From an optimization exercise on the open Yosys and OpenROAD flow, aimed at small area, a short achievable clock period and few clock cycles; shortcuts taken in it are not production practice. Only simulation tests tie the RTL to the original design; equivalence was not proved. No activity file was given, so power comes from the tool's default toggle rates.

<file path="flow/flow/run.sh">
#!/bin/bash
set -euo pipefail
bash standard.sh ADDER_MAP_FILE= "BUFFER_PORTS_ARGS=-buffer_cell sky130_fd_sc_hd__buf_2" finish > make.log 2>&1
</file>
<file path="flow/standard.sh">
#!/bin/bash
# synth_recipe.tcl (not shown) runs the flow's synth.tcl, then flattens the netlist and writes it again
# the make line also repeats each setting of config.mk as NAME=value (left out here)
make -C /OpenROAD-flow-scripts/flow DESIGN_CONFIG=/design/flow/config.mk WORK_HOME=/design/flow/orfs CLKGATE_MAP_FILE= SYNTH_SCRIPT=/design/flow/synth_recipe.tcl "${@:-finish}"
</file>
<file path="flow/config.mk">
export PLATFORM = sky130hd
export DESIGN_NAME = soma
export DESIGN_NICKNAME = soma
export VERILOG_FILES = /design/flow/design.v
export SDC_FILE = /design/flow/constraint.sdc
export NUM_CORES = 4
export LEC_CHECK = 0
export ABC_AREA = 1
export CAP_MARGIN = 20
export CORE_MARGIN = 2
export CORE_UTILIZATION = 55
export SETUP_SLACK_MARGIN = 1.4
export SLEW_MARGIN = 20
</file>
<file path="flow/constraint.sdc">
create_clock -name core_clock -period 8.0 [get_ports {clock}]
set_input_delay 1.6000 -clock core_clock [delete_from_list [all_inputs] [get_ports {clock}]]
set_output_delay 1.6000 -clock core_clock [all_outputs]
set_load 0.01 [all_outputs]
</file>
<file path="flow/design.v">
module soma
(
    input clock, reset, start, op,
    input [31:0] data_a, data_b,
    output [31:0] data_o,
    output busy, ready
);
    wire [24:0] v_d;
    wire rnd_d, sgn_d;
    wire [7:0] e_d;
    soma_add add (.op(op), .a(data_a), .b(data_b),
                  .v(v_d), .rnd(rnd_d), .e(e_d), .sgn(sgn_d));
    reg [24:0] v_q;
    reg rnd_q, sgn_q;
    reg [7:0] e_q;
    always @(posedge clock or posedge reset) begin
        if (reset) begin
            v_q <= 25'd0;
            rnd_q <= 1'b0;
            e_q <= 8'd0;
            sgn_q <= 1'b0;
        end else if (start) begin
            v_q <= v_d;
            rnd_q <= rnd_d;
            e_q <= e_d;
            sgn_q <= sgn_d;
        end
    end
    soma_norm norm (.v(v_q), .rnd(rnd_q), .e(e_q), .sgn(sgn_q), .o(data_o));
    assign ready = 1'b1;
    assign busy = 1'b0;
endmodule
module soma_add
(
    input op,
    input [31:0] a, b,
    output [24:0] v,
    output rnd,
    output [7:0] e,
    output sgn
);
    wire [7:0] ea = a[30:23], eb = b[30:23];
    wire sa = a[31], sb = b[31];
    wire [8:0] dab = {1'b0, ea} - {1'b0, eb};
    wire [7:0] dba = eb - ea;
    wire e_lt = dab[8];
    wire e_eq = (ea == eb);
    wire f_gt = a[22:0] > b[22:0];
    wire abig = ~e_lt & (~e_eq | f_gt);
    wire [7:0] d = e_lt ? dba : dab[7:0];
    wire sub = (op != (sa == sb));
    wire dD = e_lt ? (dba >= 8'd233) : (dab[7:0] >= 8'd233);
    wire regB = ~dD & (d >= 8'd105);   
    wire sel_a = e_eq ? f_gt : ~e_lt ^ dD;
    wire [23:0] P = sel_a ? {1'b1, a[22:0]} : {1'b1, b[22:0]};
    wire [23:0] ai = {1'b1, a[22:0]} ^ {24{sub}};
    wire [23:0] bi = {1'b1, b[22:0]} ^ {24{sub}};
    wire [23:0] Qi = sel_a ? bi : ai;
    wire [7:0] eP = sel_a ? ea : eb;
    wire [7:0] eS = e_lt ? ea : eb;
    wire [7:0] sh = sel_a ? dab[7:0] : dba;
    wire [6:0] dn = ~d[6:0];           
    reg [23:0] mask;
    integer i;
    always @* begin
        for (i = 0; i < 24; i = i + 1)
            mask[i] = ~regB | (~d[7] & (dn >= i));
    end
    wire [23:0] Pm = P & mask;
    wire zero_p = regB & ~|Pm;
    reg [22:0] zs;
    always @* begin
        zs[0] = (d <= 8'd129);
        for (i = 1; i < 23; i = i + 1)
            zs[i] = ({1'b0, d} <= 9'd104 + i);
    end
    wire spec = zero_p | (dD & sub);
    wire [22:0] frac_s = sub ? (dD ? 23'h7FFFFF : zs) : 23'd0;
    wire [7:0] exp_s = sub ? eS + 8'd104 : eS;
    wire sh_big = |sh[7:5];
    wire [24:0] fill = {25{sub}};
    wire [24:0] rin = (sh_big | (dD & sub)) ? fill : {Qi, sub};
    wire [24:0] s16 = sh[4] ? {fill[15:0], rin[24:16]} : rin;
    wire [24:0] s8 = sh[3] ? {fill[7:0], s16[24:8]} : s16;
    wire [24:0] s4 = sh[2] ? {fill[3:0], s8[24:4]} : s8;
    wire [24:0] s2 = sh[1] ? {fill[1:0], s4[24:2]} : s4;
    wire [24:0] sout = sh[0] ? {fill[0], s2[24:1]} : s2;
    wire allone = ~sh_big & (~sh[4] | &rin[15:0]) & (~sh[3] | &s16[7:0])
                & (~sh[2] | &s8[3:0]) & (~sh[1] | &s4[1:0]) & (~sh[0] | s2[0]);
    wire [25:0] X;
    soma_ks26 adder (.x({1'b0, spec ? {1'b1, frac_s} : Pm, 1'b0}),
                     .y({sub, sout}),
                     .ci(sub & (spec | allone)), .s(X));
    assign v = X[25:1];
    assign rnd = ~spec & X[0] & (d > 8'd2) & ~dD;
    assign e = (spec ? exp_s : eP) - 8'd24;
    assign sgn = (sa == sb) ? (op ? sa : (abig ? sa : ~sb))
                            : (op ? (abig ? sa : sb) : sa);
endmodule
module soma_norm
(
    input [24:0] v,
    input rnd,
    input [7:0] e,
    input sgn,
    output [31:0] o
);
    wire [4:0] lz;                     
    soma_lz32 lzc (.x({v, 7'h40}), .n(lz));
    wire [24:0] sv = v << lz;
    wire [22:0] inc = (v[24] ? v[23:1] : v[22:0]) + {22'd0, rnd};
    wire [22:0] frac = (v[24] | v[23]) ? inc : {sv[23:2], rnd};
    wire [4:0] p1 = 5'd25 - lz;
    wire [7:0] ex = e + {3'd0, p1};
    assign o = {sgn, ex, frac};
endmodule
module soma_lz32 (input [31:0] x, output [4:0] n);
    wire [15:0] v1;
    wire [15:0] z1;
    genvar i;
    generate
        for (i = 0; i < 16; i = i + 1) begin : l1
            assign v1[i] = x[2*i+1] | x[2*i];
            assign z1[i] = ~x[2*i+1];
        end
    endgenerate
    wire [7:0] v2;
    wire [15:0] z2;
    generate
        for (i = 0; i < 8; i = i + 1) begin : l2
            assign v2[i] = v1[2*i+1] | v1[2*i];
            assign z2[2*i+1] = ~v1[2*i+1];
            assign z2[2*i] = v1[2*i+1] ? z1[2*i+1] : z1[2*i];
        end
    endgenerate
    wire [3:0] v3;
    wire [11:0] z3;
    generate
        for (i = 0; i < 4; i = i + 1) begin : l3
            assign v3[i] = v2[2*i+1] | v2[2*i];
            assign z3[3*i+2] = ~v2[2*i+1];
            assign z3[3*i+1:3*i] = v2[2*i+1] ? z2[4*i+3:4*i+2] : z2[4*i+1:4*i];
        end
    endgenerate
    wire [1:0] v4;
    wire [7:0] z4;
    generate
        for (i = 0; i < 2; i = i + 1) begin : l4
            assign v4[i] = v3[2*i+1] | v3[2*i];
            assign z4[4*i+3] = ~v3[2*i+1];
            assign z4[4*i+2:4*i] = v3[2*i+1] ? z3[6*i+5:6*i+3] : z3[6*i+2:6*i];
        end
    endgenerate
    assign n = {~v4[1], v4[1] ? z4[7:4] : z4[3:0]};
endmodule
module soma_ks26 (input [25:0] x, y, input ci, output [25:0] s);
    wire [25:0] p = x ^ y;
    wire [25:0] g = x & y;
    reg [25:0] G [0:5];
    reg [25:0] Pp [0:5];
    integer k, i, j;
    always @* begin
        G[0] = {g[25:1], g[0] | (p[0] & ci)};
        Pp[0] = p;
        for (k = 1; k <= 5; k = k + 1) begin
            for (i = 0; i < 26; i = i + 1) begin
                j = ((i >> (k - 1)) << (k - 1)) - 1;
                if (((i >> (k - 1)) & 1) == 1) begin
                    G[k][i] = G[k-1][i] | (Pp[k-1][i] & G[k-1][j]);
                    Pp[k][i] = Pp[k-1][i] & Pp[k-1][j];
                end else begin
                    G[k][i] = G[k-1][i];
                    Pp[k][i] = Pp[k-1][i];
                end
            end
        end
    end
    assign s = p ^ {G[5][24:0], ci};
endmodule
</file>
==> results of run 1 <==
[power groups by stage]
stage	Clock, µW	Combinational [µW]	Sequential [µW]
floorplan	0	2340	313
global placement	0	3090	335
detailed placement	0	3110	338
CTS	194	3130	337
global route	200	3670	355
finish	191	3280	343
[critical path, delay by kind of cell (launching register included)]
kind,cells,cell delay (ns)
buffers and inverters,16,1.41
flip-flops,1,0.44
AO/OA/AOI/OAI,2,0.20
AND/OR/NAND/NOR,23,2.24
[layer usage]
metal,vias to the layer above,part of all wire [%],track usage (%)
li1,7005,-,-
met1,6193,44,50.3
met2,631,44,58.1
met3,70,10,7.03
met4,0,1.8,6.53
met5,-,0,0
[cell families after synthesis]
| group | count (synthesis) | share of synthesized area (%) |
|---|---|---|
| buffers and inverters | 333 | 13.5 |
| xor gates and xnor gates | 16 | 1.34 |
| and+or+nand+nor | 1412 | 58.1 |
| other | 2 | 0.0717 |
| muxes | 5 | 0.478 |
| AOI/OAI and AO/OA | 318 | 18.1 |
| DFF | 35 | 8.36 |
[through the flow]
step,instances,total power [µW],hold WS (ns)
after global routing,2400,4230,0.525
after floorplan,2121,2660,0.450
after detailed placement,2375,3440,0.479
final,2400,3810,0.497
after CTS,2383,3660,0.492
after global placement,2375,3430,0.469
[area by class of cell]
type | instances | area [µm²]
Clock buffer | 6 | 139
Inverter | 238 | 901
Timing Repair Buffer | 130 | 791
Timing Repair inverter | 1 | 7.51
Sequential cell | 35 | 877
Fill cell | 2036 | 7330
Tap cell | 234 | 293
Multi-Input combinational cell | 1755 | 8360
Clock inverter | 1 | 5.00
[cell usage after synthesis (all sizes together)]
cell,n,area share (%)
o2111ai,3,0.25
o221ai,5,0.42
nor4,4,0.24
a31oi,15,0.90
nand4,20,1.2
o31ai,3,0.22
a21o,7,0.50
a2111oi,1,0.084
clkinv,6,0.22
inv,232,8.3
nand2,843,31
a32o,4,0.38
o311ai,3,0.25
a21boi,5,0.36
dfrtp,35,8.4
a31o,1,0.084
and2,2,0.12
o2bb2ai,1,0.084
nand3,344,17
nand3b,10,0.72
clkbuf,41,1.5
o21bai,1,0.072
o21a,2,0.14
xnor2,6,0.50
mux2i,5,0.48
a21oi,38,2.1
or2,12,0.72
o32ai,1,0.084
a22oi,1,0.072
nor3,13,0.67
o211ai,24,1.7
o22a,1,0.084
nor2,164,6.3
xor2,10,0.84
o22ai,8,0.48
a221oi,3,0.25
a211oi,1,0.072
o21ai,190,9.5
buf,54,3.5
conb,2,0.072
[repair_timing]
| item | 4_1_cts | 5_1_grt |
|---|---|---|
| buffers inserted | 0 | 14 |
| gates resized for setup | 9 | 40 |
| gates cloned | 1 | 3 |
| pin swaps | 0 | 8 |
| setup endpoints to repair | 31 | 44 |
[final timing paths]
kind                              start         end  slack [ns]  cells after the start
worst max register to register  v_q[24]     v_q[24]        6.98                      4
worst min-delay path             e_q[3]      e_q[3]        0.50                      2
worst min register to register   e_q[3]      e_q[3]        0.50                      2
max in group asynchronous         reset     v_q[24]        6.23                      3
min in group asynchronous         reset      e_q[5]        1.41                      3
worst max-delay path            v_q[24]  data_o[22]        1.83                     41
[flip-flops by register name, summed over array words and instances, names as in the netlist]
signal,count
rnd_q,1
e_q,8
sgn_q,1
v_q,25
==> metrics.md, run 1 <==
| Metric | Value |
|---|---|
| Final GP Congestion | about 1.0 |
| Total grt overflow | 0 |
| Clk Tree Root Cell | clkbuf_16 |
| Pin count of the biggest net entering global routing | 56 |
| Crit. End Element | output pin |
| Fin. max-slew vios | 0 |
| GRT Resource Usage Total | a little over a third |
| Tightest Hold Check Type | flip-flop to flip-flop |
| Synth Cell Area | 10500 µm² |
| Antenna diode count | 0 |
| Tcrit/Tclk final | 77.1% |
| WL/cell | 15.5 µm |
| Skew-Pair Late Insertion Delay | about 0.28 ns |
| Syn Nets | 2189 |
| Buffers on Ports | just under 100 |
| Fraction of layout cells with a size suffix above 1 | 12.4% |
| WP data required | between 6 and 7 ns |
| Synth warn | 5 |
| Post-route setup TNS | 0 ns |
| Pint | between 1000 and 1500 µW |
| PwrDens | 335 nW/µm² |
| Max_cap viols | 0 |
| Initial Utilization | around 56% |
| Detail Route Antenna Nets | 0 |
| Full die area | 20200 µm² |
| Worst-case clock buffer depth | 2 |
| Gate power share | 86.0% |
| P_leak | 0.00619 µW |
| Via/cell ratio | 5.79 |
| Finish-stage setup viols | 0 |
| RSZ-0062 raised after global routing | no |
| Max-slew headroom | about a fifth |
| # hold bufs at CTS | 0 |
| Highest-count cells in the layout ignoring fill and taps | nand2_1 (803), nand3_1 (339), inv_1 (197) |
| Setup ws final | 1.83 ns |
| Critical Path Source Type | flip-flop |
| Crit path kind | flip-flop to output pin |
| Worst endpoint data arrival time | 4.57 ns |
| Core Rows | 50 |
| Sequential area share after synthesis | 8.36% |
| Seq pwr share | 9.0% |
| Clock network power share | approximately 5.0% |
| Die width | 142 µm |
| Syn Area/Cell | 4.94 µm² |
| Core area | roughly 19000 µm² |
| First-pass GRT wire length | 59400 µm |
| CP max-delay cell | dfrtp_2 |
| Fin util | 60.8% |
| Worst stage delay on the critical path | 0.44 ns |
| # DRC | 0 |
| Layout area overhead | 8.61% |
| Number of antenna violations at the first check in global routing | 0 |
| Final hold vios | 0 |
| Placed cell area | 10900 µm² |
| Maximum clock rate | 162 MHz |
| Fin nets | 2234 |
| Synth Register Bits | 35 |
| Peak supply drop | 0.129 mV |
| Status | timing/DRC/antenna clean |
| I/O pin count | just over 100 |
| Num Clock Sinks | 35 |
| CTS Buf Count | 5 |
| Net switching power | ~2400 µW |
| Post-place setup slack | ~1.0 ns |
| H-tree depth | 2 |
| Switching share of total power | between 60% and 70% |
| Final wirelength | between 30000 and 40000 µm |
| DRT Pass-1 Iters | 8 |
| DR iter-0 viols | 1831 |
| Worst-Margin Slew | 1.18 ns |
| Crit Path Max Fanout | 24 |
| Synth unique cells | 62 |
| Cell area after layout | 11400 µm² |
| Post-DP HPWL | 29600 µm |
| Most common cell after layout, fill and taps aside | nand2_1 |
| Vias after detailed routing | 13.9k |
| Post-Synthesis Cells | 2121 |
| Die span in y | 142 µm |
| Setup Skew | 0 ns |
| Vias in the first global route | 12.1k |
| Clk slew on worst S/H paths | 0.05 ns |
| Crit path time final | 6.17 ns |
| CTS tree | built |
Testbench counts, summed over its fixed seeds: cycles 3,208.
==> inputs of run 2 (changes only) <==
--- a/flow/config.mk
+++ b/flow/config.mk
@@ -8,6 +8,7 @@
 export ABC_AREA = 1
 export CAP_MARGIN = 20
 export CORE_MARGIN = 2
-export CORE_UTILIZATION = 55
+export CORE_UTILIZATION = 40
+export GPL_TIMING_DRIVEN = 0
 export SETUP_SLACK_MARGIN = 1.4
 export SLEW_MARGIN = 20
==> metrics.md, run 2 <==
| Metric | Value |
|---|---|
| Status | timing/DRC/antenna clean (unchanged) |
| Num Clock Sinks | 35 (unchanged) |
| Largest Register | v_q (unchanged) |
| Net switching power | 2440 µW (was 2360 µW) |
| Fin util | 44.8% (was 60.8%) |
| Fraction of layout cells with a size suffix above 1 | 12.5% (was 12.4%) |
| Fin nets | 2296 (was 2234) |
| Combinational family with the most area after synthesis | simple AND/OR/NAND/NOR gates (unchanged) |
| Sequential area share after synthesis | 8.36% (unchanged) |
| Final wirelength | 42300 µm (was 37100 µm) |
| Post-synthesis compound-gate area fraction | 18.1% (unchanged) |
| Tightest Hold Check Type | flip-flop to flip-flop (unchanged) |
| Switching share of total power | 62.6% (was 61.9%) |
| Crit path time final | 6.13 ns (was 6.17 ns) |
| Synth top area cells | nand2_1 (29%), nand3_1 (16%), dfrtp_1 (8.4%) (unchanged) |
| Initial Utilization | 40.4% (was 56.0%) |
| Placed cell area | 11400 µm² (was 10900 µm²) |
| Highest-count cells in the layout ignoring fill and taps | nand2_1 (807), nand3_1 (340), inv_1 (198) (was nand2_1 (803), nand3_1 (339), inv_1 (197)) |
| Max-slew headroom | 49.8% (was 20.0%) |
| PwrDens | 336 nW/µm² (was 335 nW/µm²) |
| Worst-Margin Slew | 0.741 ns (was 1.18 ns) |
| Dpl cells | 2554 (was 2375) |
| Synth warn | 5 (unchanged) |
| Most common cell after layout, fill and taps aside | nand2_1 (unchanged) |
| Ys flop type | dfrtp_1 (unchanged) |
| Setup Skew | 0 ns (unchanged) |
| Multiplexer share of the synthesized area | 0.478% (unchanged) |
| CP max-delay cell | dfrtp_2 (unchanged) |
| Synth Area in Simple Gates | 58.1% (unchanged) |
| Clk slew on worst S/H paths | 0.05 ns (about the same) |
| Cell area after layout | 11600 µm² (was 11400 µm²) |
| Commonest cells in the netlist | nand2_1 (808), nand3_1 (340), inv_1 (199) (unchanged) |
| Synth Cell Area | 10500 µm² (unchanged) |
| Crit Path Max Fanout | 10 (was 24) |
| I/O pin count | 102 (unchanged) |
| EDFF count, synth | 0 (unchanged) |
| CP Buf/Inv Count | 6 (was 16) |
| Die width | 166 µm (was 142 µm) |
| DR iter-0 viols | 1384 (was 1831) |
| Largest regs | v_q (25), e_q (8) (unchanged) |
| GRT Resource Usage Total | 30.0% (was 36.0%) |
| Via/cell ratio | 5.53 (was 5.79) |
| Number of antenna violations at the first check in global routing | 1 (was 0) |
| Total grt overflow | 0 (unchanged) |
| Final hold vios | 0 (unchanged) |
| Crit. End Element | output pin (unchanged) |
| Pin count of the biggest net entering global routing | 36 (was 56) |
| Vias after detailed routing | 14.2k (was 13.9k) |
| Layout Cells excl Fill | 2563 (was 2400) |
| Setup ws final | 1.87 ns (was 1.83 ns) |
| Vias in the first global route | 13.0k (was 12.1k) |
| Finish-stage setup viols | 0 (unchanged) |
| Worst stage delay on the critical path | 0.44 ns (about the same) |
| Count leader, synth | nand2_1 (unchanged) |
| Post-place setup slack | 1.33 ns (was 1.03 ns) |
| Reg-to-reg startpoint | v_q[24] (unchanged) |
| Syn Nets | 2189 (unchanged) |
| Post-DP HPWL | 35700 µm (was 29600 µm) |
| Worst endpoint data arrival time | 4.53 ns (was 4.57 ns) |
| Area of the multi-input gates | 8250 µm² (was 8360 µm²) |
| Fill cells | 3010 (was 2036) |
| CTS Buf Count | 5 (unchanged) |
| Synth Register Bits | 35 (unchanged) |
| Syn Area/Cell | 4.94 µm² (unchanged) |
| Kind of cell adding the most delay to the critical path | simple AND/OR/NAND/NOR gates (unchanged) |
| RSZ-0062 raised after global routing | no (unchanged) |
| Antenna diode count | 0 (unchanged) |
| Post-Synthesis Cells | 2121 (unchanged) |
| Post-synth top area cell | nand2_1 (unchanged) |
| Peak supply drop | 0.235 mV (was 0.129 mV) |
| Pint | 1460 µW (was 1450 µW) |
| Gate power share | 86.3% (was 86.0%) |
| Layout area overhead | 10.9% (was 8.61%) |
| Seq pwr share | 8.8% (was 9.0%) |
| Core area | 25900 µm² (was 18700 µm²) |
| Worst-case clock buffer depth | 2 (unchanged) |
| Full die area | 27500 µm² (was 20200 µm²) |
| Post-route setup TNS | 0 ns (unchanged) |
| # DRC | 0 (unchanged) |
| Core Rows | 59 (was 50) |
| Die span in y | 166 µm (was 142 µm) |
| Asr flop ratio synth | 100% (unchanged) |
| Crit. Startpoint | v_q[24] (unchanged) |
| Clock network power share | 4.9% (was 5.0%) |
| Crit path kind | flip-flop to output pin (unchanged) |
| CTS tree | built (unchanged) |
| Detail Route Antenna Nets | 0 (unchanged) |
| Buffers on Ports | 98 (was 99) |
| Crit path cell chain | buf_6, nor2_4, clkinv_2, nor3_2, inv_1, nor4_2, inv_1, nor2_4, nand2_1, nand2_1, clkbuf_1, o21ai_0, o21ai_0, o21ai_0, o211ai_1, nand2_1, a31o_2, buf_2 |
| WP data required | 6.40 ns (about the same) |
| WL/cell | 16.5 µm (was 15.5 µm) |
| Maximum clock rate | 163 MHz (was 162 MHz) |
| Critical Path Source Type | flip-flop (unchanged) |
| Tcrit/Tclk final | 76.6% (was 77.1%) |
| Top cell type's share of synthesized area | 29.0% (unchanged) |
| Skew-Pair Late Insertion Delay | 0.28 ns (about the same) |
| Reg area | 877 µm² (unchanged) |
| Max_cap viols | 0 (unchanged) |
| Synth Area in Adders | 0% (unchanged) |
| Max reg flops | 25 (unchanged) |
| Post-Synth XOR/XNOR Area | 1.34% (unchanged) |
| Hold_sp | e_q[3] (unchanged) |
| DRT Pass-1 Iters | 7 (was 8) |
| Fin. max-slew vios | 0 (unchanged) |
| Clk Tree Root Cell | clkbuf_16 (unchanged) |
| H-tree depth | 2 (unchanged) |
| Final GP Congestion | 0.982 (was 1.00) |
| Synth unique cells | 62 (unchanged) |
| First-pass GRT wire length | 67800 µm (was 59400 µm) |
| P_leak | 0.00630 µW (was 0.00619 µW) |
[run 2: cell types whose count changed in the layout (fill, tap and decap cells not counted), moves of 4 or more]
cell,change
clkbuf_1,+39
buf_2,+27
buf_4,-11
buf_6,+8
nand2_1,+4
nand2_4,-4
[run 2: logic make-up after synthesis]
group | after synthesis
AOI/OAI and AO/OA | 318
xor gates and xnor gates | 16
buffers and inverters | 333
DFF | 35
muxes | 5
other | 2
and+or+nand+nor | 1412
[run 2: path summary, 6_finish.rpt]
check	endpoint	slack, ns	cells past startpoint
worst max-delay path	data_o[19]	1.87	18
min in group asynchronous	e_q[7]	1.43	2
worst min register to register	e_q[3]	0.50	2
worst min-delay path	e_q[3]	0.50	2
max in group asynchronous	v_q[24]	6.06	2
worst max register to register	v_q[24]	5.80	7
[run 2: power by group through the flow]
| stage | Combinational [µW] | Clock (µW) | Sequential, µW |
|---|---|---|---|
| 2_1_floorplan | 2340 | 0 | 313 |
| 3_3_place_gp | 3250 | 0 | 340 |
| 3_5_place_dp | 3270 | 0 | 341 |
| 4_1_cts | 3280 | 195 | 339 |
| 5_1_grt | 3770 | 203 | 355 |
| 6_report | 3370 | 193 | 343 |
[run 2: worst reg2reg max path, stage by stage, from the launching register on]
cell and delay, ns:
dfrtp_2 0.42, buf_6 0.17, clkbuf_1 0.30, clkbuf_1 0.34
clkbuf_1 0.37, clkbuf_1 0.35, nand2_1 0.11, nand2_1 0.09
[run 2: per-stage QoR]
step                hold WS (ns)  total power [µW]
detailed placement         0.478              3610
global placement           0.473              3590
global route               0.559              4330
floorplan                  0.450              2660
CTS                        0.490              3820
finish                     0.497              3900
[run 2: routing by layer]
layer  routed length [µm]  vias to the layer above  track usage, %
li1                     -                     7141               -
met1                19500                     6430            42.9
met2                18700                      553            48.6
met3                 3300                       58            3.72
met4                  819                        2            6.05
met5                   13                        -               0
[run 2: area by class of cell]
type,instances,area share (%)
buffer,95,4.55
clock buffer,6,1.20
clock inverter,1,0.0431
inverter,238,7.72
multi-input combinational,1753,71.0
sequential,35,7.55
tap,335,3.61
timing repair buffer,100,4.35
[run 2: timing repair]
| item | in CTS | in global routing |
|---|---|---|
| buffers inserted | 0 | 2 |
| endpoints found under the setup margin | 24 | 39 |
| pin swaps | 0 | 2 |
| hold buffers | 0 | 0 |
| gates resized for setup | 3 | 27 |
==> inputs of run 3 (changes only) <==
--- a/flow/config.mk
+++ b/flow/config.mk
@@ -8,7 +8,7 @@
 export ABC_AREA = 1
 export CAP_MARGIN = 20
 export CORE_MARGIN = 2
-export CORE_UTILIZATION = 40
+export CORE_UTILIZATION = 55
 export GPL_TIMING_DRIVEN = 0
 export SETUP_SLACK_MARGIN = 1.4
 export SLEW_MARGIN = 20
==> metrics.md, run 3 <==
| Metric | Value |
|---|---|
| Worst stage delay on the critical path | 0.42 ns (was 0.44 ns) |
| Via/cell ratio | 5.99 (was 5.53) |
| Tcrit/Tclk final | 78.0% (was 76.6%) |
| Combinational family with the most area after synthesis | simple AND/OR/NAND/NOR gates (unchanged) |
| Worst endpoint data arrival time | 4.64 ns (was 4.53 ns) |
| Critical Path Source Type | flip-flop (unchanged) |
| WHS Path Cells | 2 (unchanged) |
| Ys flop type | dfrtp_1 (unchanged) |
| Antenna diode count | 0 (unchanged) |
| # DRC | 0 (unchanged) |
| Post-place setup slack | 1.46 ns (was 1.33 ns) |
| P_leak | 0.00630 µW (about the same) |
| Core Rows | 50 (was 59) |
| Peak supply drop | 0.130 mV (was 0.235 mV) |
| CTS tree | built (unchanged) |
| Reg area | 876 µm² (was 877 µm²) |
| Clk Tree Root Cell | clkbuf_16 (unchanged) |
| Maximum clock rate | 160 MHz (was 163 MHz) |
| CP max-delay cell | dfrtp_1 (was dfrtp_2) |
| Initial Utilization | 56.0% (was 40.4%) |
| RSZ-0062 raised after global routing | yes (was no) |
| Fraction of layout cells with a size suffix above 1 | 12.7% (was 12.5%) |
| DR iter-0 viols | 1887 (was 1384) |
| Asr flop ratio synth | 100% (unchanged) |
| CTS Buf Count | 5 (unchanged) |
| Detail Route Antenna Nets | 0 (unchanged) |
| Synth unique cells | 62 (unchanged) |
| WL/cell | 16.3 µm (was 16.5 µm) |
| Clk slew on worst S/H paths | 0.06 ns (was 0.05 ns) |
| Max reg flops | 25 (unchanged) |
| Die span in y | 142 µm (was 166 µm) |
| Post-Synthesis Cells | 2121 (unchanged) |
| Tightest Hold Check Type | flip-flop to flip-flop (unchanged) |
| Setup Skew | 0 ns (unchanged) |
| Reg-to-reg startpoint | v_q[24] (unchanged) |
| GRT Resource Usage Total | 38.6% (was 30.0%) |
| First-pass GRT wire length | 63100 µm (was 67800 µm) |
| Top cell type's share of synthesized area | 29.0% (unchanged) |
| Synth Register Bits | 35 (unchanged) |
| Max_cap viols | 0 (unchanged) |
| Finish-stage setup viols | 0 (unchanged) |
| Most common cell on crit path | inv_1 |
| Area of the multi-input gates | 8240 µm² (was 8250 µm²) |
| Cell area after layout | 11500 µm² (was 11600 µm²) |
| Fin. max-slew vios | 0 (unchanged) |
| Commonest cells in the netlist | nand2_1 (808), nand3_1 (340), inv_1 (199) (unchanged) |
| Hold_sp | e_q[3] (unchanged) |
| PwrDens | 342 nW/µm² (was 336 nW/µm²) |
| Post-route setup TNS | 0 ns (unchanged) |
| Pin count of the biggest net entering global routing | 36 (unchanged) |
| Syn Nets | 2189 (unchanged) |
| Synth top area cells | nand2_1 (29%), nand3_1 (16%), dfrtp_1 (8.4%) (unchanged) |
| Largest regs | v_q (25), e_q (8) (unchanged) |
| Fin util | 61.6% (was 44.8%) |
| WP data required | 6.40 ns (about the same) |
| Sequential area share after synthesis | 8.36% (unchanged) |
| Crit path cell chain | buf_4, nor2_4, clkinvlp_4, nor3_2, inv_1, nor4_2, inv_1, nor2_2, inv_1, o211ai_1, nand2_1, inv_1, nand2_1, nand3_1, nand3_1, nand2_1, a21oi_1, nor2_1, nor2_1, inv_1, nand2_1, nor2_1, xor2_1, buf_2 (was buf_6, nor2_4, clkinv_2, nor3_2, inv_1, nor4_2, inv_1, nor2_4, nand2_1, nand2_1, clkbuf_1, o21ai_0, o21ai_0, o21ai_0, o211ai_1, nand2_1, a31o_2, buf_2) |
| Crit path time final | 6.24 ns (was 6.13 ns) |
| Dpl cells | 2453 (was 2554) |
| R2R cell count | 7 (unchanged) |
| DRT Pass-1 Iters | 8 (was 7) |
| Layout Cells excl Fill | 2467 (was 2563) |
| Post-synth top area cell | nand2_1 (unchanged) |
| I/O pin count | 102 (unchanged) |
| Worst-case clock buffer depth | 2 (unchanged) |
| Vias in the first global route | 12.8k (was 13.0k) |
| Fill cells | 2035 (was 3010) |
| Post-Synth XOR/XNOR Area | 1.34% (unchanged) |
| Syn Area/Cell | 4.94 µm² (unchanged) |
| Synth Area in Adders | 0% (unchanged) |
| Post-DP HPWL | 33100 µm (was 35700 µm) |
| Setup ws final | 1.76 ns (was 1.87 ns) |
| Final wirelength | 40100 µm (was 42300 µm) |
| Kind of cell adding the most delay to the critical path | simple AND/OR/NAND/NOR gates (unchanged) |
| Die width | 142 µm (was 166 µm) |
| Layout area overhead | 9.94% (was 10.9%) |
| EDFF count, synth | 0 (unchanged) |
| Fin nets | 2300 (was 2296) |
| Crit. End Element | output pin (unchanged) |
| Max-slew headroom | 49.4% (was 49.8%) |
| Full die area | 20200 µm² (was 27500 µm²) |
| Crit. Startpoint | v_q[24] (unchanged) |
| Status | timing/DRC/antenna clean (unchanged) |
| Vias after detailed routing | 14.8k (was 14.2k) |
| Multiplexer share of the synthesized area | 0.478% (unchanged) |
| Skew-Pair Late Insertion Delay | 0.28 ns (about the same) |
| Synth Area in Simple Gates | 58.1% (unchanged) |
| Worst-Margin Slew | 0.759 ns (was 0.741 ns) |
| Post-synthesis compound-gate area fraction | 18.1% (unchanged) |
| Number of antenna violations at the first check in global routing | 0 (was 1) |
| Crit path kind | flip-flop to output pin (unchanged) |
| CP Buf/Inv Count | 8 (was 6) |
| Count leader, synth | nand2_1 (unchanged) |
| Worst path depth | 24 (was 18) |
| Buffers on Ports | 98 (unchanged) |
| Final hold vios | 0 (unchanged) |
| Core area | 18700 µm² (was 25900 µm²) |
| Total grt overflow | 0 (unchanged) |
| Num Clock Sinks | 35 (unchanged) |
| Largest Register | v_q (unchanged) |
| Final GP Congestion | 1.02 (was 0.982) |
| Synth warn | 5 (unchanged) |
| H-tree depth | 2 (unchanged) |
| Most common cell after layout, fill and taps aside | nand2_1 (unchanged) |
| Highest-count cells in the layout ignoring fill and taps | nand2_1 (806), nand3_1 (340), inv_1 (197) (was nand2_1 (807), nand3_1 (340), inv_1 (198)) |
| Placed cell area | 11300 µm² (was 11400 µm²) |
| Synth Cell Area | 10500 µm² (unchanged) |
| Crit Path Max Fanout | 10 (unchanged) |
run 3: where the power goes:
| group | internal (µW) | leakage [µW] | switching [µW] | total, µW |
|---|---|---|---|---|
| Sequential | 255 | 0.000421 | 89.1 | 344 |
| Combinational | 1100 | 0.00581 | 2300 | 3400 |
| Clock | 116 | 0.0000664 | 79.5 | 196 |
| Total | 1470 | 0.00630 | 2470 | 3940 |
run 3: metrics by stage:
step,hold slack (ns),total power (µW)
after global placement,0.468,3520
after global routing,0.510,4310
after detailed placement,0.475,3560
after floorplan,0.450,2660
after CTS,0.490,3770
final,0.493,3940
run 3: timing repair:
action	in CTS	in global routing
cloned	0	0
pin swaps	0	5
hold buffers	0	0
setup buffers	0	6
resized for setup	2	23
setup endpoints to repair	9	39
run 3: cell type report:
| class | instances | share of cell area [%] |
|---|---|---|
| well taps | 234 | 2.54 |
| inverters | 238 | 7.81 |
| flip-flops and latches | 35 | 7.61 |
| clock buffers | 5 | 1.09 |
| repair buffers | 104 | 4.65 |
| plain buffers | 95 | 4.52 |
| clock inverters | 3 | 0.206 |
| multi-input cells | 1753 | 71.6 |
run 3: per-layer routing:
layer	GRT usage, %	share of wire, %
met2	62.3	44
met1	54.1	42
met3	7.10	12
met4	7.42	2.2
met5	0	0
run 3: cell families (layout without fill, tap and decap cells):
| family | after synthesis | after routing |
|---|---|---|
| simple gates | 1412 | 1412 |
| buf+inv | 333 | 445 |
| compound gates | 318 | 318 |
| flops | 35 | 35 |
| xor+xnor | 16 | 16 |
| mux | 5 | 5 |
| other cells | 2 | 2 |
run 3: worst paths after layout:
path,end,slack (ns)
max in group asynchronous,v_q[12],6.09
min reg2reg,e_q[3],0.49
max,data_o[30],1.76
min,e_q[3],0.49
min in group asynchronous,e_q[6],1.43
max reg2reg,v_q[24],5.81
run 3: worst min-delay path, delay by kind of cell (launching register included):
kind | cells | cell delay (ns)
flops | 1 | 0.34
compound gates | 1 | 0.06
simple gates | 1 | 0.06
==> inputs of run 4 (changes only) <==
--- a/flow/config.mk
+++ b/flow/config.mk
@@ -9,6 +9,5 @@
 export CAP_MARGIN = 20
 export CORE_MARGIN = 2
 export CORE_UTILIZATION = 55
-export GPL_TIMING_DRIVEN = 0
-export SETUP_SLACK_MARGIN = 1.4
+export SETUP_SLACK_MARGIN = 1.2
 export SLEW_MARGIN = 20
==> metrics.md, run 4 <==
| Metric | Value |
|---|---|
| Layout area overhead | 7.04% (was 9.94%) |
| Clk Tree Root Cell | clkbuf_16 (unchanged) |
| Total grt overflow | 0 (unchanged) |
| Clock network power share | 5.1% (was 5.0%) |
| Final wirelength | 37000 µm (was 40100 µm) |
| Critical Path Source Type | input pin (was flip-flop) |
| Worst stage delay on the critical path | 0.50 ns (was 0.42 ns) |
| Final GP Congestion | 1.00 (was 1.02) |
| Number of antenna violations at the first check in global routing | 0 (unchanged) |
| Die width | 142 µm (unchanged) |
| Core area | 18700 µm² (unchanged) |
| Vias in the first global route | 12.0k (was 12.8k) |
| Reg2Reg Setup Slack | 7.11 ns (was 5.81 ns) |
| CP max-delay cell | o21ai_1 (was dfrtp_1) |
| Crit. End Element | flip-flop (was output pin) |
| Buffers on Ports | 99 (was 98) |
| Tcrit/Tclk final | 79.8% (was 78.0%) |
| DR iter-0 viols | 1721 (was 1887) |
| Post-DP HPWL | 29600 µm (was 33100 µm) |
| Worst-case clock buffer depth | 2 (unchanged) |
| Core Rows | 50 (unchanged) |
| Post-route setup TNS | 0 ns (unchanged) |
| Highest-count cells in the layout ignoring fill and taps | nand2_1 (804), nand3_1 (339), inv_1 (198) (was nand2_1 (806), nand3_1 (340), inv_1 (197)) |
| Final hold vios | 0 (unchanged) |
| R2R cell count | 3 (was 7) |
| Largest regs | v_q (25), e_q (8) (unchanged) |
| Max_cap viols | 0 (unchanged) |
| Post-synth top area cell | nand2_1 (unchanged) |
| Count leader, synth | nand2_1 (unchanged) |
| Synth warn | 5 (unchanged) |
| Finish-stage setup viols | 0 (unchanged) |
| Hold Crit Endpoint | e_q[3] (unchanged) |
| Die span in y | 142 µm (unchanged) |
| P_leak | 0.00611 µW (was 0.00630 µW) |
| Num Clock Sinks | 35 (unchanged) |
| Synth Cell Area | 10500 µm² (unchanged) |
| H-tree depth | 2 (unchanged) |
| Ys flop type | dfrtp_1 (unchanged) |
| Fraction of layout cells with a size suffix above 1 | 11.6% (was 12.7%) |
| I/O pin count | 102 (unchanged) |
| Via/cell ratio | 5.81 (was 5.99) |
| Max reg flops | 25 (unchanged) |
| RSZ-0062 raised after global routing | no (was yes) |
| Tightest Hold Check Type | flip-flop to flip-flop (unchanged) |
| Syn Area/Cell | 4.94 µm² (unchanged) |
| Crit Path Max Fanout | 29 (was 10) |
| Most common cell on crit path | nand2_1 (was inv_1) |
| Post-place setup slack | 1.03 ns (was 1.46 ns) |
| Crit path kind | input pin to flip-flop (was flip-flop to output pin) |
| Synth top area cells | nand2_1 (29%), nand3_1 (16%), dfrtp_1 (8.4%) (unchanged) |
| Seq pwr share | 9.1% (was 8.7%) |
| Status | timing/DRC/antenna clean (unchanged) |
| Hold_ws | 0.497 ns (was 0.493 ns) |
| Gate power share | 85.8% (was 86.3%) |
| Synth Register Bits | 35 (unchanged) |
| GRT Resource Usage Total | 35.9% (was 38.6%) |
| Fin nets | 2223 (was 2300) |
| Vias after detailed routing | 13.9k (was 14.8k) |
| Fin util | 59.9% (was 61.6%) |
| Cell area after layout | 11200 µm² (was 11500 µm²) |
| Reg-to-reg startpoint | v_q[24] (unchanged) |
| Setup Skew | 0 ns (unchanged) |
| Hold_sp | e_q[3] (unchanged) |
| Initial Utilization | 56.0% (unchanged) |
| DRT Pass-1 Iters | 7 (was 8) |
| Maximum clock rate | 157 MHz (was 160 MHz) |
| Setup ws final | 1.61 ns (was 1.76 ns) |
| Syn Nets | 2189 (unchanged) |
| Fin. max-slew vios | 0 (unchanged) |
| WHS Path Cells | 2 (unchanged) |
| Full die area | 20200 µm² (unchanged) |
| Antenna diode count | 0 (unchanged) |
| Pin count of the biggest net entering global routing | 56 (was 36) |
| WP data required | 8.17 ns (was 6.40 ns) |
| Sequential area share after synthesis | 8.36% (unchanged) |
| EDFF count, synth | 0 (unchanged) |
| Pint | 1420 µW (was 1470 µW) |
| Net switching power | 2350 µW (was 2470 µW) |
| Crit path time final | 6.39 ns (was 6.24 ns) |
| Commonest cells in the netlist | nand2_1 (808), nand3_1 (340), inv_1 (199) (unchanged) |
| Detail Route Antenna Nets | 0 (unchanged) |
| Top cell type's share of synthesized area | 29.0% (unchanged) |
| Switching share of total power | 62.3% (was 62.7%) |
| Max-slew headroom | 28.3% (was 49.4%) |
| WL/cell | 15.5 µm (was 16.3 µm) |
| Peak supply drop | 0.125 mV (was 0.130 mV) |
| CTS Buf Count | 5 (unchanged) |
| Reg2reg end | v_q[24] (unchanged) |
| PwrDens | 336 nW/µm² (was 342 nW/µm²) |
| # DRC | 0 (unchanged) |
| Largest Register | v_q (unchanged) |
| Asr flop ratio synth | 100% (unchanged) |
| Synth unique cells | 62 (unchanged) |
| First-pass GRT wire length | 59300 µm (was 63100 µm) |
| Skew-Pair Late Insertion Delay | 0.28 ns (about the same) |
| Worst-Margin Slew | 1.06 ns (was 0.759 ns) |
| Placed cell area | 10900 µm² (was 11300 µm²) |
| Post-Synthesis Cells | 2121 (unchanged) |
| CTS tree | built (unchanged) |
| Worst endpoint data arrival time | 6.55 ns (was 4.64 ns) |
| Most common cell after layout, fill and taps aside | nand2_1 (unchanged) |
| Clk slew on worst S/H paths | 0.05 ns (was 0.06 ns) |
[run 4: cell count changes in the layout (fill, tap and decap cells not counted), moves of 2 or more]
cell / change
buf_1: -3
buf_2: -28
buf_4: -2
buf_6: -8
clkbuf_1: -40
clkbuf_8: +2
inv_2: -3
nand2_1: -2
nand2_4: +2
o21ai_1: -2
[run 4: worst max-delay path: cells and delay by family]
kind	cells	cell delay (ns)
AND/OR/NAND/NOR	28	3.26
buffers and inverters	5	0.71
AO/OA/AOI/OAI	4	0.99
[run 4: final cells by class]
| type | instances | area (µm²) |
|---|---|---|
| multi-input cells | 1754 | 8300 |
| fillers | 2049 | 7490 |
| inverters | 238 | 903 |
| flip-flops and latches | 35 | 876 |
| repair buffers | 120 | 683 |
| well taps | 234 | 293 |
| clock buffers | 6 | 139 |
| repair inverters | 1 | 7.51 |
| clock inverters | 1 | 5.00 |
[run 4: repair_timing]
item	in CTS	in global routing
gates cloned	0	2
hold endpoints to repair	0	0
gates resized for setup	4	27
pin swaps	0	3
setup buffers	0	5
hold buffers	0	0
endpoints found under the setup margin	6	33
[run 4: metal layers]
| metal | vias up | global-route usage, % | share of wire, % |
|---|---|---|---|
| met5 | - | 0 | 0 |
| met4 | 0 | 6.53 | 1.8 |
| met3 | 61 | 7.03 | 10 |
| met2 | 623 | 57.8 | 44 |
| met1 | 6212 | 50.3 | 44 |
| li1 | 6993 | - | - |
[run 4: per-stage QoR]
step / total power (µW) / std cells
3_3_place_gp: 3430 / 2375
6_report: 3770 / 2389
3_5_place_dp: 3440 / 2375
5_1_grt: 4180 / 2389
2_1_floorplan: 2660 / 2121
4_1_cts: 3650 / 2382
[run 4: worst max path at each step]
stage,startpoint,end,cells past startpoint,slack [ns]
CTS,data_b[23],v_q[18],33,1.32
finish,data_b[23],v_q[23],37,1.61
global route,v_q[24],data_o[30],25,1.20
floorplan,v_q[24],data_o[30],23,2.72
detailed placement,data_b[23],v_q[18],33,1.03
global placement,data_b[23],v_q[20],37,1.21
[run 4: cell families (layout without fill, tap and decap cells)]
logic type	count (synthesis)	count (layout)	share of synthesized area [%]
and+or+nand+nor	1412	1412	58.1
buffers and inverters	333	366	13.5
AOI/OAI and AO/OA	318	319	18.1
DFF	35	35	8.36
xor gates and xnor gates	16	16	1.34
muxes	5	5	0.478
other	2	2	0.0717
[run 4: power groups by stage]
| stage | registers, µW | logic [µW] | clock network (µW) |
|---|---|---|---|
| 5_1_grt | 354 | 3630 | 200 |
| 2_1_floorplan | 313 | 2340 | 0 |
| 3_3_place_gp | 335 | 3090 | 0 |
| 3_5_place_dp | 338 | 3110 | 0 |
| 6_report | 342 | 3230 | 192 |
| 4_1_cts | 337 | 3120 | 194 |
==> inputs of run 5 (changes only) <==
--- a/flow/config.mk
+++ b/flow/config.mk
@@ -9,5 +9,5 @@
 export CAP_MARGIN = 20
 export CORE_MARGIN = 2
 export CORE_UTILIZATION = 55
-export SETUP_SLACK_MARGIN = 1.2
+export SETUP_SLACK_MARGIN = 1.6
 export SLEW_MARGIN = 20
==> metrics.md, run 5 <==
| Metric | Value |
|---|---|
| Finish-stage setup viols | 0 (unchanged) |
| Detail Route Antenna Nets | 0 (unchanged) |
| Fill cells | 1987 (was 2049) |
| Status | timing/DRC/antenna clean (unchanged) |
| Synth top area cells | nand2_1 (29%), nand3_1 (16%), dfrtp_1 (8.4%) (unchanged) |
| Synth Register Bits | 35 (unchanged) |
| Max reg flops | 25 (unchanged) |
| Final wirelength | 38000 µm (was 37000 µm) |
| RSZ-0062 raised after global routing | yes (was no) |
| Crit Path Max Fanout | 46 (was 29) |
| Max_cap viols | 0 (unchanged) |
| Fin nets | 2250 (was 2223) |
| WP data required | 6.40 ns (was 8.17 ns) |
| Syn Area/Cell | 4.94 µm² (unchanged) |
| GRT Resource Usage Total | 36.0% (was 35.9%) |
| Post-synth top area cell | nand2_1 (unchanged) |
| Reg-to-reg startpoint | v_q[24] (unchanged) |
| Largest Register | v_q (unchanged) |
| Worst-case clock buffer depth | 2 (unchanged) |
| First-pass GRT wire length | 59400 µm (was 59300 µm) |
| Final hold vios | 0 (unchanged) |
| PwrDens | 333 nW/µm² (was 336 nW/µm²) |
| P_leak | 0.00630 µW (was 0.00611 µW) |
| Buffers on Ports | 99 (unchanged) |
| M3 GR Usage | 7.03% (unchanged) |
| Crit. Startpoint | v_q[24] (was data_b[23]) |
| Top cell type's share of synthesized area | 29.0% (unchanged) |
| Number of antenna violations at the first check in global routing | 0 (unchanged) |
| Crit path kind | flip-flop to output pin (was input pin to flip-flop) |
| Full die area | 20200 µm² (unchanged) |
| Dpl cells | 2375 (unchanged) |
| Vias after detailed routing | 14.1k (was 13.9k) |
| Critical Path Source Type | flip-flop (was input pin) |
| Die width | 142 µm (unchanged) |
| Sequential area share after synthesis | 8.36% (unchanged) |
| Post-place setup slack | 1.03 ns (unchanged) |
| Clk Tree Root Cell | clkbuf_16 (unchanged) |
| CTS tree | built (unchanged) |
| Peak supply drop | 0.148 mV (was 0.125 mV) |
| Antenna diode count | 0 (unchanged) |
| Core Rows | 50 (unchanged) |
| Maximum clock rate | 162 MHz (was 157 MHz) |
| Total grt overflow | 0 (unchanged) |
| Final GP Congestion | 1.00 (unchanged) |
| Hold_sp | e_q[4] (was e_q[3]) |
| Count leader, synth | nand2_1 (unchanged) |
| Core area | 18700 µm² (unchanged) |
| Layout Cells excl Fill | 2416 (was 2389) |
| Synth warn | 5 (unchanged) |
| Fin. max-slew vios | 0 (unchanged) |
| Most common cell after layout, fill and taps aside | nand2_1 (unchanged) |
| Highest-count cells in the layout ignoring fill and taps | nand2_1 (798), nand3_1 (338), inv_1 (193) (was nand2_1 (804), nand3_1 (339), inv_1 (198)) |
| Largest regs | v_q (25), e_q (8) (unchanged) |
| # DRC | 0 (unchanged) |
| Crit path time final | 6.18 ns (was 6.39 ns) |
| DRT Pass-1 Iters | 8 (was 7) |
| Ys flop type | dfrtp_1 (unchanged) |
| Worst-Margin Slew | 1.10 ns (was 1.06 ns) |
| EDFF count, synth | 0 (unchanged) |
| # hold bufs at CTS | 0 (unchanged) |
| Asr flop ratio synth | 100% (unchanged) |
| Setup ws final | 1.82 ns (was 1.61 ns) |
| Met2 usage | 58.1% (was 57.8%) |
| Synth Cell Area | 10500 µm² (unchanged) |
| Post-route setup TNS | 0 ns (unchanged) |
| Max-slew headroom | 24.8% (was 28.3%) |
| Synth unique cells | 62 (unchanged) |
| Clk slew on worst S/H paths | 0.05 ns (about the same) |
| Fraction of layout cells with a size suffix above 1 | 13.9% (was 11.6%) |
| Area of the multi-input gates | 8490 µm² (was 8300 µm²) |
| Post-Synthesis Cells | 2121 (unchanged) |
| Worst endpoint data arrival time | 4.58 ns (was 6.55 ns) |
| DR iter-0 viols | 1754 (was 1721) |
| Tightest Hold Check Type | flip-flop to flip-flop (unchanged) |
| WL/cell | 15.7 µm (was 15.5 µm) |
| Layout area overhead | 11.4% (was 7.04%) |
| H-tree depth | 2 (unchanged) |
| I/O pin count | 102 (unchanged) |
| Die span in y | 142 µm (unchanged) |
| Reg2Reg Setup Slack | 6.98 ns (was 7.11 ns) |
| Skew-Pair Late Insertion Delay | 0.28 ns (about the same) |
| Initial Utilization | 56.0% (unchanged) |
| Vias in the first global route | 12.1k (was 12.0k) |
| Reg area | 877 µm² (was 876 µm²) |
| Commonest cells in the netlist | nand2_1 (808), nand3_1 (340), inv_1 (199) (unchanged) |
| Pin count of the biggest net entering global routing | 56 (unchanged) |
| Tcrit/Tclk final | 77.2% (was 79.8%) |
| Num Clock Sinks | 35 (unchanged) |
| Crit. End Element | output pin (was flip-flop) |
| Syn Nets | 2189 (unchanged) |
| CTS Buf Count | 5 (unchanged) |
| Gr busiest metal | met2 (unchanged) |
| Fin util | 62.4% (was 59.9%) |
| Setup Skew | 0 ns (unchanged) |
| Post-DP HPWL | 29600 µm (unchanged) |
| Met1 Use GR | 50.3% (about the same) |
| Via/cell ratio | 5.85 (was 5.81) |
==> run 5: cell count changes in the layout (fill, tap and decap cells not counted), moves of 3 or more <==
| cell | previous run | this run |
|---|---|---|
| nor2_4 | 5 | 8 |
| nor2_2 | 9 | 15 |
| nor2_1 | 149 | 140 |
| o21ai_1 | 40 | 37 |
| buf_4 | 17 | 35 |
| buf_12 | 1 | 4 |
| clkbuf_16 | 5 | 8 |
| inv_4 | 1 | 5 |
| nand2_4 | 7 | 12 |
| inv_1 | 198 | 193 |
| nand2_1 | 804 | 798 |
| o21ai_4 | 3 | 8 |
==> run 5: final timing paths <==
path | end | cells after the start
setup / recovery | data_o[22] | 19
hold / removal | e_q[4] | 2
min in group asynchronous | e_q[5] | 3
setup reg to reg | v_q[24] | 4
max in group asynchronous | v_q[24] | 3
hold reg to reg | e_q[4] | 2
==> run 5: area by class of cell <==
type | instances | area share (%)
flip-flops and latches | 35 | 7.52
clock inverters | 1 | 0.0429
well taps | 234 | 2.51
multi-input cells | 1757 | 72.8
inverters | 238 | 7.79
clock buffers | 6 | 1.19
repair buffers | 144 | 8.12
repair inverters | 1 | 0.0643
==> run 5: critical path: stages (launching register included) <==
cell and delay (ns):
dfrtp_2 0.38, buf_4 0.15, nor2_4 0.04, clkinv_1 0.04
buf_4 0.29, nor3_2 0.11, inv_1 0.08, nor4_2 0.05
inv_1 0.17, nor2_1 0.08, a2111oi_0 0.87, nand2_4 0.48
o21ai_0 0.43, mux2i_1 0.12, inv_1 0.08, o21ai_0 0.14
a221oi_1 0.35, o22a_1 0.18, o211ai_1 0.09, buf_2 0.16
==> run 5: cells by family (layout without fill, tap and decap cells) <==
family	count (synthesis)	in the layout	share of synthesized area (%)
flip-flops	35	35	8.36
buffers and inverters	333	390	13.5
other	2	2	0.0717
multiplexers	5	5	0.478
AND/OR/NAND/NOR	1412	1414	58.1
XOR/XNOR	16	16	1.34
AO/OA/AOI/OAI	318	320	18.1
==> run 5: metrics by stage <==
stage | instance area, µm² | hold slack (ns) | power [µW]
3_3_place_gp | 10900 | 0.469 | 3430
3_5_place_dp | 10900 | 0.479 | 3440
2_1_floorplan | 10500 | 0.450 | 2660
6_report | 11700 | 0.498 | 3880
4_1_cts | 11100 | 0.492 | 3670
5_1_grt | 11700 | 0.525 | 4300
==> run 5: routing by layer <==
layer,vias to the layer above,routed length (µm)
li1,7042,-
met1,6353,16300
met2,680,17000
met3,70,3960
met4,0,732
met5,-,0
==> run 5: report_power, final <==
part	total [µW]	switching (µW)	internal [µW]
combinational	3350	2240	1110
sequential	341	86.2	255
clock	191	70.1	121
total	3880	2400	1490
==> run 5: timing repair <==
action / CTS / global route
setup endpoints to repair: 45 / 40
cloned: 1 / 7
pin swaps: 0 / 18
buffers inserted: 0 / 26
gates resized for setup: 15 / 76
==> inputs of run 6 (changes only) <==
--- a/flow/config.mk
+++ b/flow/config.mk
@@ -8,6 +8,6 @@
 export ABC_AREA = 1
 export CAP_MARGIN = 20
 export CORE_MARGIN = 2
-export CORE_UTILIZATION = 55
-export SETUP_SLACK_MARGIN = 1.6
+export CORE_UTILIZATION = 65
+export SETUP_SLACK_MARGIN = 1.4
 export SLEW_MARGIN = 20
==> metrics.md, run 6 <==
| Metric | Value |
|---|---|
| Status | timing/DRC/antenna clean (unchanged) |
| Clock network power share | 5.0% (was 4.9%) |
| Via/cell ratio | 6.06 (was 5.85) |
| Detail Route Antenna Nets | 0 (unchanged) |
| P_leak | 0.00620 µW (was 0.00630 µW) |
| H-tree depth | 2 (unchanged) |
| Total grt overflow | 0 (unchanged) |
| CTS Buf Count | 5 (unchanged) |
| Finish-stage setup viols | 0 (unchanged) |
| Post-Synthesis Cells | 2121 (unchanged) |
| Reg2reg end | v_q[24] (unchanged) |
| Number of antenna violations at the first check in global routing | 0 (unchanged) |
| Most common cell after layout, fill and taps aside | nand2_1 (unchanged) |
| Layout area overhead | 9.01% (was 11.4%) |
| Final GP Congestion | 1.07 (was 1.00) |
| Core area | 15800 µm² (was 18700 µm²) |
| Fin util | 72.1% (was 62.4%) |
| Max reg flops | 25 (unchanged) |
| R2R cell count | 4 (unchanged) |
| Pint | 1460 µW (was 1490 µW) |
| Fin nets | 2233 (was 2250) |
| Num Clock Sinks | 35 (unchanged) |
| Net switching power | 2410 µW (was 2400 µW) |
| Clk Tree Root Cell | clkbuf_16 (unchanged) |
| Largest Register | v_q (unchanged) |
| CTS tree | built (unchanged) |
| EDFF count, synth | 0 (unchanged) |
| Seq pwr share | 9.0% (was 8.8%) |
| Setup Skew | 0 ns (unchanged) |
| Sequential area share after synthesis | 8.36% (unchanged) |
| Critical Path Source Type | flip-flop (unchanged) |
| Max_cap viols | 0 (unchanged) |
| Post-synth top area cell | nand2_1 (unchanged) |
| WHS Path Cells | 2 (unchanged) |
| Vias after detailed routing | 14.4k (was 14.1k) |
| DR iter-0 viols | 1938 (was 1754) |
| Hold_sp | e_q[3] (was e_q[4]) |
| Final hold vios | 0 (unchanged) |
| Gate power share | 86.0% (was 86.3%) |
| Switching share of total power | 62.3% (was 61.7%) |
| Crit. End Element | output pin (unchanged) |
| Skew-Pair Late Insertion Delay | 0.28 ns (about the same) |
| I/O pin count | 102 (unchanged) |
| Tcrit/Tclk final | 77.0% (was 77.2%) |
| Highest-count cells in the layout ignoring fill and taps | nand2_1 (802), nand3_1 (338), inv_1 (195) (was nand2_1 (798), nand3_1 (338), inv_1 (193)) |
| Die width | 131 µm (was 142 µm) |
| Asr flop ratio synth | 100% (unchanged) |
| Synth Register Bits | 35 (unchanged) |
| Reg2Reg Setup Slack | 6.97 ns (was 6.98 ns) |
| Synth warn | 5 (unchanged) |
| Vias in the first global route | 12.3k (was 12.1k) |
| Antenna diode count | 0 (unchanged) |
| Reg area | 877 µm² (unchanged) |
| Crit path time final | 6.16 ns (was 6.18 ns) |
| Worst-Margin Slew | 0.913 ns (was 1.10 ns) |
| Fraction of layout cells with a size suffix above 1 | 12.6% (was 13.9%) |
| # DRC | 0 (unchanged) |
| Buffers on Ports | 99 (unchanged) |
| Post-route setup TNS | 0 ns (unchanged) |
| Maximum clock rate | 162 MHz (about the same) |
| Final wirelength | 36800 µm (was 38000 µm) |
| RSZ-0062 raised after global routing | no (was yes) |
| Fin. max-slew vios | 0 (unchanged) |
| Max-slew headroom | 39.1% (was 24.8%) |
| Synth unique cells | 62 (unchanged) |
| Post-DP HPWL | 28300 µm (was 29600 µm) |
| Peak supply drop | 0.171 mV (was 0.148 mV) |
| Count leader, synth | nand2_1 (unchanged) |
| Clk slew on worst S/H paths | 0.05 ns (about the same) |
| Core Rows | 46 (was 50) |
| First-pass GRT wire length | 57900 µm (was 59400 µm) |
| Crit path kind | flip-flop to output pin (unchanged) |
| Top cell type's share of synthesized area | 29.0% (unchanged) |
| Syn Area/Cell | 4.94 µm² (unchanged) |
| PwrDens | 338 nW/µm² (was 333 nW/µm²) |
| Largest regs | v_q (25), e_q (8) (unchanged) |
| Full die area | 17100 µm² (was 20200 µm²) |
| DRT Pass-1 Iters | 6 (was 8) |
| Worst-case clock buffer depth | 2 (unchanged) |
| Synth Cell Area | 10500 µm² (unchanged) |
| Pin count of the biggest net entering global routing | 56 (unchanged) |
| Tightest Hold Check Type | flip-flop to flip-flop (unchanged) |
| Reg-to-reg startpoint | v_q[24] (unchanged) |
| Ys flop type | dfrtp_1 (unchanged) |
| Commonest cells in the netlist | nand2_1 (808), nand3_1 (340), inv_1 (199) (unchanged) |
| Syn Nets | 2189 (unchanged) |
| WL/cell | 15.4 µm (was 15.7 µm) |
| Fill cells | 1502 (was 1987) |
| GRT Resource Usage Total | 41.4% (was 36.0%) |
| Die span in y | 131 µm (was 142 µm) |
| Synth top area cells | nand2_1 (29%), nand3_1 (16%), dfrtp_1 (8.4%) (unchanged) |
| Initial Utilization | 66.2% (was 56.0%) |
| Worst endpoint data arrival time | 4.56 ns (was 4.58 ns) |
| WP data required | 6.40 ns (about the same) |
| Area of the multi-input gates | 8390 µm² (was 8490 µm²) |
| Hold Crit Endpoint | e_q[3] (was e_q[4]) |
| Crit Path Max Fanout | 26 (was 46) |
## run 6: cell counts after synthesis
No cell type changed its count.
## run 6: kinds of logic (layout without fill, tap and decap cells)
| group | count (synthesis) | in the layout | share of synthesized area, % |
|---|---|---|---|
| simple gates | 1412 | 1412 | 58.1 |
| xor+xnor | 16 | 16 | 1.34 |
| flops | 35 | 35 | 8.36 |
| compound gates | 318 | 320 | 18.1 |
| mux | 5 | 5 | 0.478 |
| buf+inv | 333 | 376 | 13.5 |
| other cells | 2 | 2 | 0.0717 |
## run 6: worst max-delay path by stage
stage          depth (start not counted)    endpoint  slack, ns       start
2_1_floorplan                         23  data_o[30]       2.72     v_q[24]
3_3_place_gp                          35     v_q[22]       1.21  data_b[23]
3_5_place_dp                          35     v_q[22]       1.03  data_b[23]
4_1_cts                               23  data_o[30]       1.41     v_q[24]
5_1_grt                               41  data_o[22]       1.31     v_q[24]
6_report                              23  data_o[30]       1.84     v_q[24]
## run 6: power groups by stage
stage / combinational, µW / sequential, µW / clock [µW]
finish: 3320 / 349 / 194
floorplan: 2340 / 313 / 0
global placement: 3040 / 337 / 0
CTS: 3120 / 338 / 194
detailed placement: 3090 / 338 / 0
global route: 3720 / 360 / 202
## run 6: layout make-up
class / instances / area share, %
clock buffer: 5 / 1.10
clock inverter: 3 / 0.175
inverter: 238 / 7.95
multi-input combinational: 1755 / 73.5
sequential: 35 / 7.68
tap: 216 / 2.37
timing repair buffer: 129 / 7.20
timing repair inverter: 1 / 0.0438
## run 6: stage by stage
stage / setup slack [ns] / cells / cell area [µm²] / hold WS [ns] / total power [µW]
after detailed placement: 1.03 / 2357 / 10900 / 0.474 / 3430
after floorplan: 2.72 / 2121 / 10500 / 0.450 / 2660
final: 1.84 / 2382 / 11400 / 0.485 / 3860
after global routing: 1.31 / 2382 / 11400 / 0.543 / 4280
after CTS: 1.41 / 2366 / 11000 / 0.488 / 3650
after global placement: 1.21 / 2357 / 10900 / 0.470 / 3380
## run 6: layer usage
metal	global-route usage (%)	vias up	wire length [µm]
met5	0	-	0
met4	10.1	0	921
met2	66.6	870	16600
met3	10.6	112	4320
li1	-	6994	-
met1	55.6	6452	15000
## run 6: repair_timing
item | in CTS | in global routing
cloned | 1 | 4
pin swaps | 1 | 5
buffers inserted | 0 | 12
hold buffers | 0 | 0
gates resized for setup | 6 | 54
endpoints found under the setup margin | 15 | 50
## run 6: worst max-delay path, cell delays in order, from the launching register on
cell and delay, ns:
dfrtp_2 0.45, nor2_4 0.31, clkinv_1 0.17, nor3_2 0.22, inv_1 0.08, nor4_2 0.27, inv_1 0.19, nor2_4 0.20
nand4_1 0.24, nand2_4 0.31, inv_2 0.19, nand2_1 0.10, nand2_1 0.08, o31ai_1 0.35, nand3_1 0.14, nand2_1 0.14
a21oi_1 0.10, nor2_1 0.10, nor2_1 0.04, inv_1 0.07, nand2_1 0.07, nor2_1 0.15, xor2_1 0.16, buf_2 0.15
==> inputs of run 7 (changes only) <==
--- a/flow/config.mk
+++ b/flow/config.mk
@@ -6,8 +6,8 @@
 export NUM_CORES = 4
 export LEC_CHECK = 0
 export ABC_AREA = 1
-export CAP_MARGIN = 20
+export CAP_MARGIN = 0
 export CORE_MARGIN = 2
 export CORE_UTILIZATION = 65
 export SETUP_SLACK_MARGIN = 1.4
-export SLEW_MARGIN = 20
+export SLEW_MARGIN = 0
==> metrics.md, run 7 <==
| Metric | Value |
|---|---|
| Highest-count cells in the layout ignoring fill and taps | nand2_1 (802), nand3_1 (338), inv_1 (195) (unchanged) |
| Synth unique cells | 62 (unchanged) |
| Fraction of layout cells with a size suffix above 1 | 12.6% (unchanged) |
| CP max-delay cell | dfrtp_2 (unchanged) |
| Critical Path Source Type | flip-flop (unchanged) |
| Worst stage delay on the critical path | 0.45 ns (about the same) |
| Vias after detailed routing | 14.4k (unchanged) |
| Post-Synth XOR/XNOR Area | 1.34% (unchanged) |
| Full die area | 17100 µm² (unchanged) |
| I/O pin count | 102 (unchanged) |
| Sequential area share after synthesis | 8.36% (unchanged) |
| Synth Area in Simple Gates | 58.1% (unchanged) |
| CTS tree | built (unchanged) |
| Die width | 131 µm (unchanged) |
| PwrDens | 338 nW/µm² (unchanged) |
| Syn Nets | 2189 (unchanged) |
| Reg-to-reg startpoint | v_q[24] (unchanged) |
| RSZ-0062 raised after global routing | no (unchanged) |
| # hold bufs at CTS | 0 (unchanged) |
| Area of the multi-input gates | 8390 µm² (unchanged) |
| Finish-stage setup viols | 0 (unchanged) |
| Commonest cells in the netlist | nand2_1 (808), nand3_1 (340), inv_1 (199) (unchanged) |
| Seq pwr share | 9.0% (about the same) |
| Combinational family with the most area after synthesis | simple AND/OR/NAND/NOR gates (unchanged) |
| Tcrit/Tclk final | 77.0% (unchanged) |
| Die span in y | 131 µm (unchanged) |
| EDFF count, synth | 0 (unchanged) |
| Tightest Hold Check Type | flip-flop to flip-flop (unchanged) |
| WP data required | 6.40 ns (about the same) |
| Synth Cell Area | 10500 µm² (unchanged) |
| Crit path cell chain | nor2_4, clkinv_1, nor3_2, inv_1, nor4_2, inv_1, nor2_4, nand4_1, nand2_4, inv_2, nand2_1, nand2_1, o31ai_1, nand3_1, nand2_1, a21oi_1, nor2_1, nor2_1, inv_1, nand2_1, nor2_1, xor2_1, buf_2 (unchanged) |
| Synth warn | 5 (unchanged) |
| Total power | 3860 µW (unchanged) |
| Reg area | 877 µm² (unchanged) |
| # DRC | 0 (unchanged) |
| Antenna diode count | 0 (unchanged) |
| GRT Resource Usage Total | 41.4% (unchanged) |
| Reg2Reg Setup Slack | 6.97 ns (about the same) |
| Crit path time final | 6.16 ns (unchanged) |
| Worst-Margin Slew | 0.913 ns (unchanged) |
| Syn Area/Cell | 4.94 µm² (unchanged) |
| Post-route setup TNS | 0 ns (unchanged) |
| Max-slew headroom | 39.1% (unchanged) |
| Core Rows | 46 (unchanged) |
| CP Buf/Inv Count | 6 (unchanged) |
| Peak supply drop | 0.171 mV (unchanged) |
| Post-synthesis compound-gate area fraction | 18.1% (unchanged) |
| Via/cell ratio | 6.06 (unchanged) |
| Max_cap viols | 0 (unchanged) |
| Num Clock Sinks | 35 (unchanged) |
| Gate power share | 86.0% (about the same) |
| Asr flop ratio synth | 100% (unchanged) |
| Kind of cell adding the most delay to the critical path | simple AND/OR/NAND/NOR gates (unchanged) |
| Total grt overflow | 0 (unchanged) |
| Final GP Congestion | 1.07 (unchanged) |
| Reg2reg end | v_q[24] (unchanged) |
| Hold Crit Endpoint | e_q[3] (unchanged) |
| Post-DP HPWL | 28300 µm (unchanged) |
| DRT Pass-1 Iters | 6 (unchanged) |
| Top cell type's share of synthesized area | 29.0% (unchanged) |
| Core area | 15800 µm² (unchanged) |
| P_leak | 0.00620 µW (unchanged) |
| Clk slew on worst S/H paths | 0.05 ns (about the same) |
| Max reg flops | 25 (unchanged) |
| Fin nets | 2233 (unchanged) |
| Status | timing/DRC/antenna clean (unchanged) |
| Switching share of total power | 62.3% (unchanged) |
| Maximum clock rate | 162 MHz (unchanged) |
| Pint | 1460 µW (unchanged) |
| H-tree depth | 2 (unchanged) |
| Skew-Pair Late Insertion Delay | 0.28 ns (about the same) |
-- run 7: cells by family (layout without fill, tap and decap cells) --
family / Yosys count / count (layout)
buf+inv: 333 / 376
flops: 35 / 35
other cells: 2 / 2
compound gates: 318 / 320
xor+xnor: 16 / 16
simple gates: 1412 / 1412
mux: 5 / 5
-- run 7: layout make-up --
class                      instances  share of cell area (%)
timing repair inverter             1                  0.0438
timing repair buffer             129                    7.20
sequential                        35                    7.68
clock inverter                     3                   0.175
clock buffer                       5                    1.10
tap                              216                    2.37
multi-input combinational       1755                    73.5
inverter                         238                    7.95
-- run 7: worst max path at each step --
stage               start         end  slack (ns)
3_3_place_gp   data_b[23]     v_q[22]        1.21
2_1_floorplan     v_q[24]  data_o[30]        2.72
5_1_grt           v_q[24]  data_o[22]        1.31
3_5_place_dp   data_b[23]     v_q[22]        1.03
6_report          v_q[24]  data_o[30]        1.84
4_1_cts           v_q[24]  data_o[30]        1.41
-- run 7: repair_timing --
action,in CTS,in global routing
cloned,1,4
pin swaps,1,5
gates resized for setup,6,54
setup buffers,0,12
endpoints found under the setup margin,15,50
-- run 7: power by group through the flow --
stage / combinational, µW / sequential [µW] / clock [µW]
2_1_floorplan: 2340 / 313 / 0
3_3_place_gp: 3040 / 337 / 0
3_5_place_dp: 3090 / 338 / 0
4_1_cts: 3120 / 338 / 194
5_1_grt: 3720 / 360 / 202
6_report: 3320 / 349 / 194
-- run 7: metrics by stage --
stage          hold WS, ns  std cells  worst slack (ns)  instance area (µm²)  utilization (%)
2_1_floorplan        0.450       2121              2.72                10500                -
3_3_place_gp         0.470       2357              1.21                10900             68.7
3_5_place_dp         0.474       2357              1.03                10900             68.7
4_1_cts              0.488       2366              1.41                11000             69.8
5_1_grt              0.543       2382              1.31                11400             72.1
6_report             0.485       2382              1.84                11400             72.1
-- run 7: worst min-delay path, stage by stage (launching register included) --
cell,delay (ns)
dfrtp_1,0.34
nand2_1,0.05
o21ai_0,0.06
-- run 7: per-layer routing --
layer,routed length [µm],GRT usage (%),vias to the layer above
li1,-,-,6994
met1,15000,55.6,6452
met2,16600,66.6,870
met3,4320,10.6,112
met4,921,10.1,0
met5,0,0,-

## static timing again, ports no longer ideal
How much do the figures lean on ideal ports? The routed layouts below were timed once more, with nothing changed but the port constraints. Step 1 assumes that a clkbuf_16 drives the clock port and a buf_2 every other input. Step 2 times the ports against the registers' clock, not the clock port: input delays grow and output delays shrink by t, the midpoint of the rising clock arrivals with the driver on. a / b / c = ideal / step 1 / step 2; a / b = the first two.
run | t, ns | slack for setup (ns) | slew at the worst register clock pin (ns) | worst slew at a driven data input, ns | pins driven straight from the clock port
run 1 | 0.314 | 1.834 / 1.795 / 1.595 | 0.05 / 0.05 | 0.05 | 1
run 2 | 0.320 | 1.869 / 1.829 / 1.573 | 0.05 / 0.05 | 0.05 | 1
run 3 | 0.322 | 1.760 / 1.723 / 1.525 | 0.06 / 0.06 | 0.04 | 1
run 4 | 0.317 | 1.614 / 1.612 / 1.312 | 0.05 / 0.05 | 0.04 | 1
run 5 | 0.315 | 1.824 / 1.785 / 1.657 | 0.05 / 0.05 | 0.04 | 1
run 6 | 0.324 | 1.838 / 1.799 / 1.551 | 0.06 / 0.06 | 0.05 | 1
run 7 | 0.324 | 1.838 / 1.799 / 1.551 | 0.06 / 0.06 | 0.05 | 1
After both steps every run listed still meets setup and hold. For run 4, which loses most, drivers alone change the setup slack by -0.002 ns; drivers and shift together by -0.302 ns.
